This design comes from an exercise in tuning for small area on the open sky130 flow, not from production work.
RTL that was checked went through simulation tests only; none was proved equivalent to the original.
Power is estimated from default activity; no workload was simulated.

==> module PhysicalNeuronController_iLoop, before the edit <==
module PhysicalNeuronController_iLoop(
    clk, rst, kill,
    iADDR, W_DATA,
    SWU_EN, SWU_ADDR, SWU_DATA,
    Addr2SYNAPSE, Addr2SOMA, Addr2STDP,
    Data2SYNAPSE, Data2SOMA, Data2STDP,
    EN_SYNAPSE, EN_SOMA, EN_STDP,
    RC_SYNAPSE, RC_SOMA, RC_STDP,
    W_EN2Synapse, W_EN2SOMA, W_EN2STDP,
    o_ctrl, dbg_DATA1, dbg_DATA2
);
input clk, rst, kill;
input [15:0] iADDR;
input [31:0] W_DATA;
input SWU_EN;
input [15:0] SWU_ADDR;
input [7:0] SWU_DATA;
output [6:0] Addr2SYNAPSE, Addr2SOMA, Addr2STDP;
output [31:0] Data2SYNAPSE, Data2SOMA, Data2STDP;
output EN_SYNAPSE, EN_SOMA, EN_STDP;
output RC_SYNAPSE, RC_SOMA, RC_STDP;
output W_EN2Synapse, W_EN2SOMA, W_EN2STDP;
output [1:0] o_ctrl;
output [31:0] dbg_DATA1, dbg_DATA2;
wire [15:0] a_in = SWU_EN ? SWU_ADDR : iADDR;
wire [31:0] d_in = SWU_EN ? {24'b0, SWU_DATA} : W_DATA;
assign dbg_DATA1 = d_in;
reg [1:0] ctl;
always @(posedge clk) begin
    if (rst)
        ctl <= 2'b10;
    else if (a_in[15])
        ctl <= 2'b01;
    else if (a_in[14])
        ctl <= 2'b10;
    else if (|a_in[13:7])
        ctl <= 2'b11;
    else if (|a_in[6:0])
        ctl <= 2'b01;
    else
        ctl <= 2'b00;
end
assign o_ctrl = ctl;
reg [1:0] nst, st;
always @(posedge clk) begin
    st <= nst;
    if (kill)
        nst <= 2'b00;
    else
        case (st)
        2'b00: nst <= (ctl == 2'b11) ? 2'b01 : 2'b00;
        2'b01: nst <= (ctl == 2'b00) ? 2'b00 : (ctl == 2'b11) ? 2'b10 : 2'b01;
        2'b10: nst <= (ctl == 2'b00) ? 2'b01 : (ctl == 2'b11) ? 2'b11 : 2'b10;
        2'b11: nst <= (ctl == 2'b01 || ctl == 2'b10) ? 2'b11 : 2'b10;
        endcase
end
wire [3:0] t = a_in[15:12];
wire [2:0] k = {t[3] & t[1], t[3] & (~t[1] | t[0]), t[3] ? (t[1:0] == 2'b00) : t[2]};
wire [41:0] w_word = {k, a_in[6:0],
                      (ctl == 2'b10) ? d_in[31:16] : 16'b0, d_in[15:0]};
wire [41:0] h_word = {k, a_in[14:8], 16'b0, d_in[31:16]};
parameter [41:0] P0 = 42'h0, P1 = {42{1'b1}}, P2 = {42{1'b1}}, PB = {42{1'b1}};
reg [41:0] n0, n1, n2, s0, s1, s2, buf_q;
wire [41:0] v0 = s0 ^ P0, v1 = s1 ^ P1, v2 = s2 ^ P2;
always @(posedge clk) begin
    s0 <= n0;
    s1 <= n1;
    s2 <= n2;
    n0 <= P0 ^ (st[1] ? v1 : (st[0] ? w_word : h_word));
    n1 <= P1 ^ (st[1] ? (st[0] ? v2 : w_word) : h_word);
    n2 <= P2 ^ (st[0] ? w_word : h_word);
    if (kill)
        buf_q <= PB;
    else if (st != 2'b00)
        buf_q <= PB ^ v0;
    else if (ctl != 2'b00)
        buf_q <= PB ^ w_word;
    else
        buf_q <= PB;
end
wire [41:0] buf_out = buf_q ^ PB;
reg [2:0] f;
always @(posedge clk)
    f <= buf_out[41:39];
wire f_a = f[2], f_b = f[1], f_c = f[0];
assign EN_SYNAPSE = ~f_a;
assign EN_SOMA = f_a & ~f_b;
assign EN_STDP = f_a & f_b;
assign RC_SYNAPSE = f_c;
assign RC_SOMA = 1'b0;
assign RC_STDP = 1'b0;
assign W_EN2Synapse = ~f_a & f_b;
assign W_EN2SOMA = EN_SOMA;
assign W_EN2STDP = EN_STDP;
wire [6:0] a_out = buf_out[38:32];
wire [31:0] d_out = buf_out[31:0];
assign Addr2SYNAPSE = EN_SYNAPSE ? a_out : 7'b0;
assign Addr2SOMA = EN_SOMA ? a_out : 7'b0;
assign Addr2STDP = EN_STDP ? a_out : 7'b0;
assign Data2SYNAPSE = EN_SYNAPSE ? d_out : 32'b0;
assign Data2SOMA = EN_SOMA ? d_out : 32'b0;
assign Data2STDP = EN_STDP ? d_out : 32'b0;
assign dbg_DATA2 = d_out;
endmodule
Settings: LEC_CHECK=0, ABC_AREA=1, CAP_MARGIN=20, CORE_MARGIN=2, CORE_UTILIZATION=60, SLEW_MARGIN=20; clock period 5.0 ns.
standard.sh (not shown) runs the stock make flow with config.mk's settings and CLKGATE_MAP_FILE= SYNTH_SCRIPT=/design/flow/synth_recipe.tcl, a recipe that flattens the netlist after the stock synthesis.
==> flow/flow/run.sh <==
#!/bin/bash
set -euo pipefail
F=$(cd "$(dirname "${BASH_SOURCE[0]}")" && pwd)
export MY_ABC_SCRIPT=$F/abc_area.script
export BUFFER_PORTS_ARGS="-buffer_cell sky130_fd_sc_hd__buf_1"
export CTS_ARGS="-sink_clustering_enable -repair_clock_nets -dont_use_dummy_load -buf_list {sky130_fd_sc_hd__clkbuf_4} -sink_clustering_size 10 -sink_clustering_max_diameter 35"
bash standard.sh SYNTH_SCRIPT=$F/synth.tcl finish > standard.log 2>&1
==> flow/flow/abc_area.script <==
strash
dch -f
amap
topo
==> flow/flow/synth.tcl <==
proc synth {args} { yosys synth -nofsm -noshare {*}$args }
proc abc {args} {
  set i [lsearch $args -script]
  if {$i >= 0 && [info exists ::env(MY_ABC_SCRIPT)] && $::env(MY_ABC_SCRIPT) ne ""} {
    lset args [expr {$i + 1}] $::env(MY_ABC_SCRIPT)
  }
  yosys abc {*}$args
}
source $::env(SCRIPTS_DIR)/synth.tcl
# left out here: clear keep_hierarchy, flatten, clean up, hide names made inside functions, write 1_2_yosys.v
==> next run, changes <==
--- a/flow/design.v
+++ b/flow/design.v
@@ -59,24 +59,20 @@
 wire [41:0] w_word = {k, a_in[6:0],
                       (ctl == 2'b10) ? d_in[31:16] : 16'b0, d_in[15:0]};
 wire [41:0] h_word = {k, a_in[14:8], 16'b0, d_in[31:16]};
-parameter [41:0] P0 = 42'h0, P1 = {42{1'b1}}, P2 = {42{1'b1}}, PB = {42{1'b1}};
+parameter [41:0] P0 = {42{1'b1}}, P1 = 42'h0, P2 = 42'h0, PB = 42'h0;
 reg [41:0] n0, n1, n2, s0, s1, s2, buf_q;
 wire [41:0] v0 = s0 ^ P0, v1 = s1 ^ P1, v2 = s2 ^ P2;
+wire sel_w = ~kill & (st == 2'b00) & (ctl != 2'b00);
+wire sel_s = ~kill & (st != 2'b00);
+wire [41:0] x_word = st[0] ? w_word : h_word;
 always @(posedge clk) begin
     s0 <= n0;
     s1 <= n1;
     s2 <= n2;
-    n0 <= P0 ^ (st[1] ? v1 : (st[0] ? w_word : h_word));
-    n1 <= P1 ^ (st[1] ? (st[0] ? v2 : w_word) : h_word);
-    n2 <= P2 ^ (st[0] ? w_word : h_word);
-    if (kill)
-        buf_q <= PB;
-    else if (st != 2'b00)
-        buf_q <= PB ^ v0;
-    else if (ctl != 2'b00)
-        buf_q <= PB ^ w_word;
-    else
-        buf_q <= PB;
+    n0 <= P0 ^ (st[1] ? v1 : x_word);
+    n1 <= P1 ^ ((st == 2'b11) ? v2 : (st[0] ? h_word : w_word));
+    n2 <= P2 ^ x_word;
+    buf_q <= PB ^ ({42{sel_w}} & w_word | {42{sel_s}} & v0);
 end
 wire [41:0] buf_out = buf_q ^ PB;
 reg [2:0] f;
=>
- The changed run completed without violations
- combinational power shrinks by 11%
- power shrinks by 1.8%
- global-route usage shrinks by 1.8 points
- worst hold slack gets better by 0.013 ns
- via count shrinks by 5.5%
- wire length shrinks by 7.6%
- flip-flop and latch count is unchanged
- utilization shrinks by 1.4 points
- clock skew hardly moves
- cell area shrinks by 2.7%
- setup slack gets worse by 0.35 ns
- sequential power stays flat
- first-iteration DRC count shrinks by 30%
- clock-buffer cell count shrinks by 1
The RTL of the first run of this note was laid out without a check of its function.

==> what the ideal ports hide <==
In the flow no input, the clock included, has a driving cell. The finished layouts below were timed again as built, in two steps. Step 1 (the two cells are an assumption about what drives the block):
set clk [get_ports {clk}]
set_driving_cell -lib_cell sky130_fd_sc_hd__clkbuf_16 $clk
set_driving_cell -lib_cell sky130_fd_sc_hd__buf_2 [delete_from_list [all_inputs] $clk]
Step 2 moves the port delays by t, midway between the first and last clock arrival at a register: inputs arrive t later, outputs are due t later. That takes back most of the time a late clock gives input paths. a / b / c = ideal / step 1 / step 2; a / b = the first two.
run | shift t [ns] | slack for setup (ns) | worst hold slack (ns) | clock arrival spread, ns
the first run | 0.631 | 1.274 / 1.234 / 1.526 | 0.295 / 0.295 / 0.295 | 0.068 / 0.068
the second run | 0.648 | 0.920 / 0.881 / 1.529 | 0.308 / 0.308 / 0.308 | 0.076 / 0.076
After both steps every run listed still meets setup and hold.
